What follows belongs to an exercise in optimizing a design on an open flow for small area; a production flow would make more cautious choices.
In this exercise RTL edits were held to simulation tests only and were not proved equivalent to the original.
Power is estimated from default activity; no workload was simulated.

Design DE1_SoC, start of the top module:
module DE1_SoC(HEX0, HEX1, HEX2, HEX3, HEX4, HEX5, KEY, SW, GPIO_1, CLOCK_50);
For scale: ~600 cells after synthesis, about 93 I/O pins.
Settings: LEC_CHECK=0, CAP_MARGIN=20, CORE_MARGIN=2, CORE_UTILIZATION=70, SLEW_MARGIN=20; clock period 6.5 ns.
standard.sh (not shown) runs the stock make flow with config.mk's settings and CLKGATE_MAP_FILE= SYNTH_SCRIPT=/design/flow/synth_recipe.tcl, a recipe that flattens the netlist after the stock synthesis.
==> flow/flow/run.sh <==
#!/bin/bash
# The standard layout, with each port buffered by the smallest buffer cell and
# the clock sinks clustered into large groups.
set -euo pipefail
export BUFFER_PORTS_ARGS="-buffer_cell sky130_fd_sc_hd__buf_1"
export CTS_ARGS="-sink_clustering_enable -repair_clock_nets -sink_clustering_size 50 -sink_clustering_max_diameter 300"
bash standard.sh > standard.log 2>&1
Edit:
==> flow/flow/run.sh (replaced) <==
#!/bin/bash
# The standard layout, with each port buffered by the smallest buffer cell.
set -euo pipefail
export BUFFER_PORTS_ARGS="-buffer_cell sky130_fd_sc_hd__buf_1"
bash standard.sh > standard.log 2>&1
What happened:
- die area stays the same
- cell count stays the same
- wire length does not change
- hold slack is unchanged
- worst setup slack does not change
- core utilization is unchanged
- synthesized cell count does not change
- global-route usage does not change
- power is unchanged
- via count is unchanged

DE1_SoC, a different RTL version from the one above (not shown whole).
Size in the first run: roughly 570 cells after synthesis, roughly 93 flip-flops, ~0.0045 mm^2 of cells after synthesis.
clock: 6.5 ns
lec_check: 0
cap_margin: 20
core_margin: 2
core_utilization: 85
slew_margin: 20
==> flow/flow/run.sh <==
#!/bin/bash
# The standard layout (standard.sh), with three changes:
#  - synthesis uses flow/synth.tcl (ABC with &deepsyn, no adder extraction);
#  - each port is buffered with the smallest buffer cell;
#  - clock tree synthesis inserts no dummy loads.
set -euo pipefail
here=$(pwd)
export FLOW_ABC_SCRIPT=$here/flow/deep.abc
export BUFFER_PORTS_ARGS="-buffer_cell sky130_fd_sc_hd__buf_1"
export CTS_ARGS="-sink_clustering_enable -repair_clock_nets -dont_use_dummy_load"
sed "s#SYNTH_SCRIPT=[^ ]*#SYNTH_SCRIPT=$here/flow/synth.tcl#" standard.sh > own_standard.sh
bash own_standard.sh > standard.log 2>&1
==> flow/flow/deep.abc <==
strash
dc2
&get -n
&deepsyn -T 60
&put
dch -f
amap -m
topo
==> flow/flow/synth.tcl <==
# The standard synthesis script (synth_recipe.tcl), except that Yosys's
# extract_fa is skipped and ABC maps with flow/deep.abc (&deepsyn), so that
# all combinational logic is optimised by ABC. Registers are unchanged.
proc synth {args} { yosys synth -nofsm -noshare {*}$args }
proc extract_fa {args} { }
proc abc {args} {
  set i [lsearch -exact $args -script]
  if {$i >= 0} { lset args [expr {$i + 1}] $::env(FLOW_ABC_SCRIPT) }
  yosys abc {*}$args
}
source $::env(SCRIPTS_DIR)/synth.tcl
# left out here: clear keep_hierarchy, flatten, clean up, hide names made inside functions, write 1_2_yosys.v
The first run aborted during global placement without I/O (GPL-0301).
Rerun with:
--- a/flow/flow/run.sh
+++ b/flow/flow/run.sh
@@ -9,2 +9,3 @@
 export BUFFER_PORTS_ARGS="-buffer_cell sky130_fd_sc_hd__buf_1"
+export SKIP_REPAIR_TIE_FANOUT=1
 export CTS_ARGS="-sink_clustering_enable -repair_clock_nets -dont_use_dummy_load"
Settings changed: CORE_UTILIZATION 85 to 70.
Now the flow produced a clean layout.
Area after synthesis does not change.
Synthesized cell count is unchanged.
Rerun with:
--- a/flow/flow/run.sh
+++ b/flow/flow/run.sh
@@ -9,3 +9,2 @@
 export BUFFER_PORTS_ARGS="-buffer_cell sky130_fd_sc_hd__buf_1"
-export SKIP_REPAIR_TIE_FANOUT=1
 export CTS_ARGS="-sink_clustering_enable -repair_clock_nets -dont_use_dummy_load"
==> flow/flow/deep.abc (replaced) <==
strash
dc2
&get -n
&deepsyn -T 60
&put
dch -f
map -a
topo
Effect: Clock power is higher by about 2%. Utilization is higher by 2.1 points. Design area is higher by 3.9%. Via count is higher by 4.1%. Power is higher by 15%. Sequential cell count is unchanged. Sequential power is higher by 10%. Count of clock-buffer cells in the layout is unchanged.

[afterwards: timing with drivers on the ports]
The results above use ideal ports. As a check the final layouts listed here were re-extracted and re-timed, cells and wires unchanged.
Step 1 (the two cells are an assumption about what drives the block):
set clk [get_ports {CLOCK_50}]
set_driving_cell -lib_cell sky130_fd_sc_hd__clkbuf_16 $clk
set_driving_cell -lib_cell sky130_fd_sc_hd__buf_2 [delete_from_list [all_inputs] $clk]
Step 2 times the ports against the registers' clock, not the clock port: input delays grow and output delays shrink by t, the midpoint of the rising clock arrivals with the driver on.
Three values: ideal, step 1, step 2; two values: the first two.
run	shift t [ns]	setup WS [ns]	worst setup path after step 2	clock arrival spread, ns	worst slew at a driven data input, ns
the first run of note 1	0.391	2.494 / 2.460 / 2.850	register to output	0.013 / 0.013	0.03
the second run of note 1	0.391	2.494 / 2.460 / 2.850	register to output	0.013 / 0.013	0.03
the second run of note 2	0.371	1.964 / 1.935 / 2.306	register to output	0.023 / 0.024	0.03
the third run of note 2	0.378	2.192 / 2.163 / 2.541	register to output	0.017 / 0.016	0.03
After both steps every run listed still meets setup and hold.
